Source: an optimization exercise on an open RTL-to-GDS flow (aim: small area, a short achievable clock period and few clock cycles). Production flows keep margins and buffers that such runs may drop. Function was checked by simulation only, so behaviour that the tests miss may differ from the original.

lane 4:
## divider
module divider
(
    input clk,
    input rst,
    input  logic div_start,
    input logic [2:0] div_op,
    input  logic [31:0] dividend,  
    input  logic [31:0] divisor,  
    output logic [31:0] quotient,  
    output logic [31:0] remainder,  
    output logic div_stall,
    output logic div_done
);
Size in the first run: about 1900 cells after synthesis, roughly 120 flip-flops, roughly 140 I/O pins.
==> module divider, before the edit <==
module divider
(
    input clk,
    input rst,
    input  logic div_start,
    input logic [2:0] div_op,
    input  logic [31:0] dividend,  
    input  logic [31:0] divisor,  
    output logic [31:0] quotient,  
    output logic [31:0] remainder,  
    output logic div_stall,
    output logic div_done
);
    localparam logic [2:0] S_IDLE = 3'b000, S_PREP = 3'b001, S_ITER = 3'b011,
                           S_FIX  = 3'b101, S_DONE = 3'b010;
    logic [2:0]  state;
    logic [31:0] rq;     
    logic [31:0] rr;     
    logic [31:0] rd;     
    logic [3:0]  cnt;    
    logic        nq;     
    logic        nr;     
    logic [5:0]  lza;    
    logic [5:0]  lzb;    
    logic        bzr;    
    logic [31:0] rq_s, rr_s;
    cneg u_nq (.x(rq), .n(nq), .y(rq_s));
    cneg u_nr (.x(rr), .n(nr), .y(rr_s));
    assign quotient  = rq;
    assign remainder = rr;
    assign div_stall = state[0] | (div_start & ~state[1]);
    assign div_done  = state[1] & ~state[0];
    logic sa_in, sb_in;
    logic [5:0] lza_in, lzb_in;
    assign sa_in = ~div_op[0] & dividend[31];
    assign sb_in = ~div_op[0] & divisor[31];
    logic [7:0] atop;
    assign atop = dividend[31:24] ^ {8{sa_in}};
    always_comb begin
        lza_in = 6'd8;
        for (int i = 0; i < 8; i++)
            if (atop[i]) lza_in = 6'(7 - i);
    end
    lzc32 u_lzb (.x(divisor ^ {32{sb_in}}), .n(lzb_in));
    logic       big;
    logic [4:0] diff;
    logic [3:0] itl;
    logic [4:0] itr;
    assign big  = lzb[5] | (lzb[4:1] == 4'hf);
    logic [6:0] dfull; assign dfull = {1'b0,lzb} + {6'd0, nq} + 7'd2 - {1'b0,lza}; assign diff = dfull[6] ? 5'd0 : dfull[4:0];
    assign itl  = big ? 4'd0 : diff[4:1];
    assign itr  = (big | state[2]) ? 5'b10000 : {1'b0, itl};
    assign bzr  = lzb[5] & ~nr;
    logic [31:0] rot0, rot1, rot2, rot3, rot4, hm;
    assign rot0 = rq_s;
    assign rot1 = itr[0] ? {rot0[1:0],  rot0[31:2]}  : rot0;
    assign rot2 = itr[1] ? {rot1[3:0],  rot1[31:4]}  : rot1;
    assign rot3 = itr[2] ? {rot2[7:0],  rot2[31:8]}  : rot2;
    assign rot4 = itr[3] ? {rot3[15:0], rot3[31:16]} : rot3;
    assign hm = ~(32'hffff_ffff >> {itr, 1'b0});
    logic [33:0] x;
    assign x = {rr, rq[31:30]};
    logic [33:0] t1; logic c1;
    skadd #(34) u_t1 (.a(x), .b(~{2'b0, rd}), .ci(1'b1), .s(t1), .co(c1));
    logic [32:0] t2h; logic c2;
    skadd #(33) u_t2 (.a(x[33:1]), .b(~{1'b0, rd}), .ci(1'b1), .s(t2h), .co(c2));
    logic [34:0] a3, b3, d3, s3, c3, t3;
    logic c3o;
    assign a3 = {1'b0, x};
    assign b3 = ~{2'b0, rd, 1'b0};
    assign d3 = ~{3'b0, rd};
    assign s3 = a3 ^ b3 ^ d3;
    assign c3 = (a3 & b3) | (a3 & d3) | (b3 & d3);
    skadd #(35) u_t3 (.a(s3), .b({c3[33:0], 1'b1}), .ci(1'b1), .s(t3), .co(c3o));
    logic ge1, ge2, ge3;
    assign ge1 = c1;
    assign ge2 = c2;
    assign ge3 = ~t3[34];
    logic [31:0] r_next;
    logic [1:0]  q_dig;
    always_comb begin
        if (ge3)      r_next = t3[31:0];
        else if (ge2) r_next = {t2h[30:0], x[0]};
        else if (ge1) r_next = t1[31:0];
        else          r_next = x[31:0];
        q_dig = {ge2, ge3 | (ge1 & ~ge2)};
    end
    always_ff @(posedge clk) begin
        if (rst) state <= S_IDLE;
        else begin
            case (state)
                S_IDLE: if (div_start) state <= S_PREP;
                S_PREP: state <= (itr != 5'd0) ? S_ITER : (nq ^ nr) | nq ? S_FIX : S_DONE;
                S_ITER: if (cnt == 4'd0) state <= (nq | nr) ? S_FIX : S_DONE;
                S_FIX:  state <= S_DONE;
                default: state <= S_IDLE;
            endcase
        end
    end
    always_ff @(posedge clk) begin
        lza <= lza_in;
        lzb <= lzb_in;
        case (state)
            S_PREP: begin
                rr  <= rot4 & ~hm;
                rq  <= rot4 & hm;
                rd  <= rr_s;
                cnt <= itl - 4'd1;
                nq  <= (nq ^ nr) & ~bzr;
                nr  <= nq;
            end
            S_ITER: begin
                rr  <= r_next;
                rq  <= {rq[29:0], q_dig};
                cnt <= cnt - 4'd1;
            end
            S_FIX: begin
                rr  <= rr_s;
                rq  <= rot4 & hm;
            end
            default: begin
                rr  <= divisor;
                rq  <= dividend;
                nq  <= sa_in;
                nr  <= sb_in;
            end
        endcase
    end
endmodule
clock: 10.0 ns
lec_check: 0
cap_margin: 20
core_margin: 2
core_utilization: 40
cts_buf_list: sky130_fd_sc_hd__clkbuf_4 sky130_fd_sc_hd__clkbuf_8
place_density: 0.6
slew_margin: 20
standard.sh (not shown) runs the stock make flow with config.mk's settings and CLKGATE_MAP_FILE= SYNTH_SCRIPT=/design/flow/synth_recipe.tcl, a recipe that flattens the netlist after the stock synthesis.
==> flow/flow/run.sh <==
#!/bin/bash
# Standard layout (the standard.sh, unchanged synthesis), with two
# changes to how the layout is made:
#  - the port buffers are buf_1 cells (repair_timing upsizes them where
#    timing needs it) instead of the delay cells buffer_ports picks
#  - repair_timing aims for a setup slack of 5.6 ns
export BUFFER_PORTS_ARGS="-buffer_cell sky130_fd_sc_hd__buf_1"
export SETUP_SLACK_MARGIN=5.6
bash standard.sh > standard.log 2>&1
Testbench counts of lane 4, summed over its fixed seeds: cycles 16,581.
Input-level comparison between lane 1 and lane 4:
-- flow/design.v --
<<< lane 4, line 35
    assign sa_in = ~div_op[0] & dividend[31];
    assign sb_in = ~div_op[0] & divisor[31];
    logic [7:0] atop;
    assign atop = dividend[31:24] ^ {8{sa_in}};
    always_comb begin
        lza_in = 6'd8;
        for (int i = 0; i < 8; i++)
            if (atop[i]) lza_in = 6'(7 - i);
    end
    lzc32 u_lzb (.x(divisor ^ {32{sb_in}}), .n(lzb_in));
>>> lane 1, line 35
    assign sa_in = ~div_op[0] & dividend[31];
    assign sb_in = ~div_op[0] & divisor[31];
    logic [3:0] atop;
    assign atop = dividend[31:28] ^ {4{sa_in}};
    always_comb begin
        lza_in = 6'd4;
        for (int i = 0; i < 4; i++)
            if (atop[i]) lza_in = 6'(3 - i);
    end
    lzc32 u_lzb (.x(divisor ^ {32{sb_in}}), .n(lzb_in));
--- outcome ---
Compared with lane 4, lane 1 shows area after synthesis that has gone down slightly. Delta (lane 1 minus lane 4): area after detailed placement has decreased; HPWL after detailed placement closely matched the old numbers; initial core utilization increased by 0.22 points relative to the old numbers; via count of the first global-routing pass +0.67%.
Testbench counts of lane 1, summed over its fixed seeds: cycles 16,632.

[what the ideal ports hide]
The results above use ideal ports. As a check the final layouts listed here were re-extracted and re-timed, cells and wires unchanged.
Step 1 (the two cells are an assumption about what drives the block):
set clk [get_ports {clk}]
set_driving_cell -lib_cell sky130_fd_sc_hd__clkbuf_16 $clk
set_driving_cell -lib_cell sky130_fd_sc_hd__buf_2 [delete_from_list [all_inputs] $clk]
Step 2 adds t to the input delays and takes it off the output delays; t is the mean of the earliest and latest rising clock arrival at the registers after step 1. Input paths then give back, and output paths get back, about the clock's delay inside the block.
a / b / c = ideal / step 1 / step 2; a / b = the first two.
| run | t, ns | slack for setup (ns) | worst hold slack (ns) | slew at the worst register clock pin (ns) |
|---|---|---|---|---|
| lane 4 | 0.506 | 5.551 / 5.529 / 5.193 | 0.616 / 0.616 / 0.616 | 0.09 / 0.09 |
| lane 1 | 0.546 | 5.607 / 5.585 / 5.271 | 0.621 / 0.621 / 0.621 | 0.09 / 0.09 |
After both steps setup and hold are still met in every run listed. The setup slack of lane 4, which loses most, moves by -0.022 ns with the drivers and by -0.358 ns with both steps.
